Source: an optimization exercise on an open RTL-to-GDS flow (aim: small area). Production flows keep margins and buffers that such runs may drop.
In this exercise RTL edits were held to simulation tests only and were not proved equivalent to the original.
Power and IR drop assume default switching activity.

==> flow/design.v <==
module UART_SYS
(
 input   wire                          CLK,
 input   wire                          RST_N,
 input   wire                          UART_RX_IN,
 output  wire                          UART_TX_O,
 output  reg                           parity_error,
 output  reg                           framing_error
);
reg  [6:0]  pos;
wire        tick = &pos[3:0];
wire        wrap = &pos;
reg         clr;             
always @(posedge CLK or negedge RST_N)
  if (!RST_N) begin
    pos <= 7'd32;
    clr <= 1'b1;
  end else begin
    pos <= wrap ? 7'd32 : pos + 7'd1;
    if (wrap) clr <= 1'b0;
  end
reg        act;              
reg  [3:0] bc;               
reg  [7:0] rxd;
reg        rpar;
wire       rxv  = tick && act && (bc == 4'd10) && UART_RX_IN && !parity_error;
always @(posedge CLK or negedge RST_N)
  if (!RST_N) begin
    act <= 1'b0;
    parity_error  <= 1'b0;
    framing_error <= 1'b0;
  end else if (tick) begin
    if (!act) begin
      if (!UART_RX_IN) act <= 1'b1;
    end else begin
      if (bc == 4'd9) parity_error <= rpar ^ UART_RX_IN;
      if (bc == 4'd10) begin
        framing_error <= !UART_RX_IN;
        act <= 1'b0;
      end
    end
  end
always @(posedge CLK)
  if (tick) begin
    if (!act) begin
      bc   <= 4'd1;
      rpar <= 1'b0;
    end else begin
      bc <= bc + 4'd1;
      if (bc <= 4'd8) begin
        rxd  <= {UART_RX_IN, rxd[7:1]};
        rpar <= rpar ^ UART_RX_IN;
      end
    end
  end
localparam [2:0] S_IDLE = 3'd0, S_AA1 = 3'd1, S_AA2 = 3'd2, S_BB1 = 3'd3,
                 S_CC1  = 3'd4, S_CC2 = 3'd5, S_FN  = 3'd6;
localparam [2:0] E_IDLE = 3'd0, E_WR = 3'd1, E_RD = 3'd2, E_ALU = 3'd3,
                 E_BB = 3'd4;
reg  [2:0]  ps;
reg  [2:0]  es;
reg  [3:0]  arg;
reg  [7:0]  ra, rb;           
reg  [15:0] P;
reg  [3:0]  tb;               
reg         req, hi, tpar;
reg         c, z;
reg  [95:0] ring;
wire [7:0]  H = P[15:8];
wire [7:0]  L = P[7:0];
wire [3:0]  fn = rxd[3:0];
wire        do_wr  = rxv && ps == S_AA2;               
wire        do_rd  = rxv && ps == S_BB1;               
wire        do_alu = rxv && ps == S_FN;                
wire        ringst = es == E_WR || es == E_RD;
wire        xfer   = ringst && pos[6:3] == arg;
always @(posedge CLK or negedge RST_N)
  if (!RST_N)
    ps <= S_IDLE;
  else if (rxv)
    case (ps)
      S_IDLE: ps <= (rxd == 8'hAA) ? S_AA1 :
                    (rxd == 8'hBB) ? S_BB1 :
                    (rxd == 8'hCC) ? S_CC1 :
                    (rxd == 8'hDD) ? S_FN  : S_IDLE;
      S_AA1:  ps <= S_AA2;
      S_CC1:  ps <= S_CC2;
      S_CC2:  ps <= S_FN;
      default: ps <= S_IDLE;
    endcase
always @(posedge CLK) begin
  if (rxv && (ps == S_AA1 || ps == S_BB1 || ps == S_FN))
    arg <= fn;
  if (clr || (rxv && (ps == S_CC1 || (ps == S_AA2 && arg == 4'd0))))
    ra <= clr ? 8'd0 : rxd;
  if (clr || (rxv && (ps == S_CC2 || (ps == S_AA2 && arg == 4'd1))))
    rb <= clr ? 8'd0 : rxd;
end
wire        alust = es == E_ALU;
wire        bbst  = es == E_BB;
wire        mulst = alust && arg == 4'd2;
wire        divst = alust && arg == 4'd3;
wire        last7 = pos[2:0] == 3'd7;
wire [7:0]  ax = divst ? {H[6:0], L[7]} : H;
wire [7:0]  ay = divst ? ~rb : (mulst && L[0]) ? ra : 8'd0;
wire [8:0]  asum = {1'b0, ax} + {1'b0, ay} + {8'd0, divst};
wire [7:0]  s  = asum[7:0];
wire        co = asum[8];
wire        bnz = |rb;
wire        ge = (H[7] | co) & bnz;            
wire        sa  = H[0];
wire        sb  = L[0];
wire        sbx = (arg == 4'd0) ? sb : !sb;           
wire        cn  = (arg == 4'd14) ? sa : ((sa & sbx) | (sa & c) | (sbx & c));
wire        zn  = z & !(sa ^ sb);
reg         fb;
always @(*)
  if (bbst)
    case (arg[1:0])
      2'd0: fb = sa;
      2'd1: fb = sb;
      2'd2: fb = pos[2:0] == 3'd0 || pos[2:0] == 3'd6;    
      default: fb = pos[2:0] == 3'd4;                    
    endcase
  else
    case (arg)
      4'd0, 4'd1: fb = sa ^ sbx ^ c;
      4'd4:  fb = sa & sb;
      4'd5:  fb = sa | sb;
      4'd6:  fb = !(sa & sb);
      4'd7:  fb = !(sa | sb);
      4'd8:  fb = sa ^ sb;
      4'd9:  fb = !(sa ^ sb);
      4'd13: fb = H[1];
      4'd14: fb = c;
      default: fb = 1'b0;
    endcase
reg  [7:0]  hip;         
always @(*)
  case (arg)
    4'd0, 4'd14: hip = {7'd0, cn};
    4'd1:        hip = {8{!cn}};
    4'd6, 4'd7, 4'd9: hip = 8'hFF;
    default:     hip = 8'h00;
  endcase
wire        txdata = (tb >= 4'd2) && (tb <= 4'd9);
wire        txnext = tick && (tb == 4'd0 || tb == 4'd11);
always @(posedge CLK or negedge RST_N)
  if (!RST_N) begin
    es  <= E_IDLE;
    req <= 1'b0;
    hi  <= 1'b0;
  end else begin
    if (txnext) begin
      if (req)     req <= 1'b0;
      else if (hi) hi  <= 1'b0;
    end
    if (do_wr && arg[3:2] != 2'b00) es <= E_WR;
    if (do_rd) es <= (fn[3:2] != 2'b00) ? E_RD : E_BB;
    if (do_alu) es <= E_ALU;
    if ((xfer || bbst || alust) && last7) begin
      es  <= E_IDLE;
      if (es != E_WR) req <= 1'b1;
      if (alust)      hi  <= 1'b1;
    end
  end
always @(posedge CLK)
  if (do_alu || do_rd) begin
    c <= (fn == 4'd0 || fn == 4'd14) ? 1'b0 : 1'b1;
    z <= 1'b1;
  end else begin
    c <= cn;
    z <= zn;
  end
wire        serst = bbst || (alust && !mulst);         
wire        alul  = alust && last7;                    
wire        lin   = xfer ? ring[0] : serst ? fb : s[0];
wire        cx    = alul && arg == 4'd11 && cn && !zn;
wire        cy    = alul && ((arg == 4'd10 && zn) || (arg == 4'd12 && !cn));
always @(posedge CLK) begin
  if (do_wr)
    P[7:0] <= rxd;
  else if (do_alu || do_rd)
    P <= {(fn[3:1] == 3'd1) ? 8'd0 : ra, (fn == 4'd3) ? ra : rb};
  else if (divst) begin
    P[15:8] <= last7 ? 8'd0 : ge ? s : ax;
    P[7:0]  <= {L[6:0], ge};
  end else if (serst || mulst || xfer || (tick && txdata)) begin
    P[15:8] <= {co, s[7:1]} | (alul ? hip : 8'd0);
    P[7:0]  <= {lin, L[7:3], L[2] | cx | cy & arg[2], L[1] | cy};
  end
end
always @(posedge CLK)
  ring <= {clr ? 1'b0 : (xfer && es == E_WR) ? L[0] : ring[0], ring[95:1]};
always @(posedge CLK or negedge RST_N)
  if (!RST_N)
    tb <= 4'd0;
  else if (tick) begin
    if (tb == 4'd0 || tb == 4'd11)
      tb <= (req || hi) ? 4'd1 : 4'd0;
    else
      tb <= tb + 4'd1;
  end
always @(posedge CLK)
  if (tick) begin
    if (tb == 4'd1) tpar <= 1'b0;
    else if (txdata) tpar <= tpar ^ P[0];
  end
assign UART_TX_O = (tb == 4'd1) ? 1'b0 :
                   txdata       ? P[0] :
                   (tb == 4'd10) ? tpar : 1'b1;
endmodule
clock: 32.0 ns
lec_check: 0
abc_area: 1
cap_margin: 20
core_margin: 2
core_utilization: 40
cts_buf_list: sky130_fd_sc_hd__clkbuf_8
cts_cluster_diameter: 80
cts_cluster_size: 30
slew_margin: 20
run.sh (not shown) runs the stock make flow with config.mk's settings and CLKGATE_MAP_FILE= SYNTH_SCRIPT=/design/flow/synth_recipe.tcl, a recipe that flattens the netlist after the stock synthesis.
The first run finished with timing, DRC and antenna clean.
Edit:
--- a/flow/config.mk
+++ b/flow/config.mk
@@ -12,4 +12,3 @@
 export CTS_BUF_LIST = sky130_fd_sc_hd__clkbuf_8
-export CTS_CLUSTER_DIAMETER = 80
-export CTS_CLUSTER_SIZE = 30
+export CTS_CLUSTER_SIZE = 20
 export SLEW_MARGIN = 20
=> Sequential share of layout area does not change. Cell count is unchanged. Total power does not change.
Edit:
--- a/flow/config.mk
+++ b/flow/config.mk
@@ -11,4 +11,3 @@
 export CORE_UTILIZATION = 40
-export CTS_BUF_LIST = sky130_fd_sc_hd__clkbuf_8
-export CTS_CLUSTER_SIZE = 20
+export CTS_BUF_LIST = sky130_fd_sc_hd__clkbuf_4 sky130_fd_sc_hd__clkbuf_8
 export SLEW_MARGIN = 20
Result: Clock-buffer cell count is higher by 2. Hold slack stays flat. Cell area is about the same. First-iteration DRC count rose by about 11%. Power went up by 0.53%. Routed wire length hardly moves. Setup slack stays flat. Area after synthesis is unchanged. Global-route usage is about the same. Sequential share of layout area stays flat.

[separate check: timing with driven ports]
No port has a modelled driver above. Below, the same layouts with a new extraction and two added sets of constraints.
Step 1, drivers: a clkbuf_16 drives CLK and a buf_2 each remaining input, both assumed.
Step 2 adds t to the input delays and takes it off the output delays; t is the mean of the earliest and latest rising clock arrival at the registers after step 1. Input paths then give back, and output paths get back, about the clock's delay inside the block.
Slacks: ideal ports / drivers / drivers and shift; pairs: ideal ports / drivers.
run | t, ns | setup slack, ns | worst hold slack (ns)
the first run | 0.477 | 23.039 / 23.003 / 23.031 | 0.326 / 0.326 / 0.326
the second run | 0.477 | 23.039 / 23.003 / 23.031 | 0.326 / 0.326 / 0.326
the third run | 0.473 | 23.038 / 23.001 / 23.028 | 0.326 / 0.326 / 0.326
After both steps setup and hold are still met in every run listed. For the third run, which loses most, drivers alone change the setup slack by -0.037 ns; drivers and shift together by -0.010 ns.
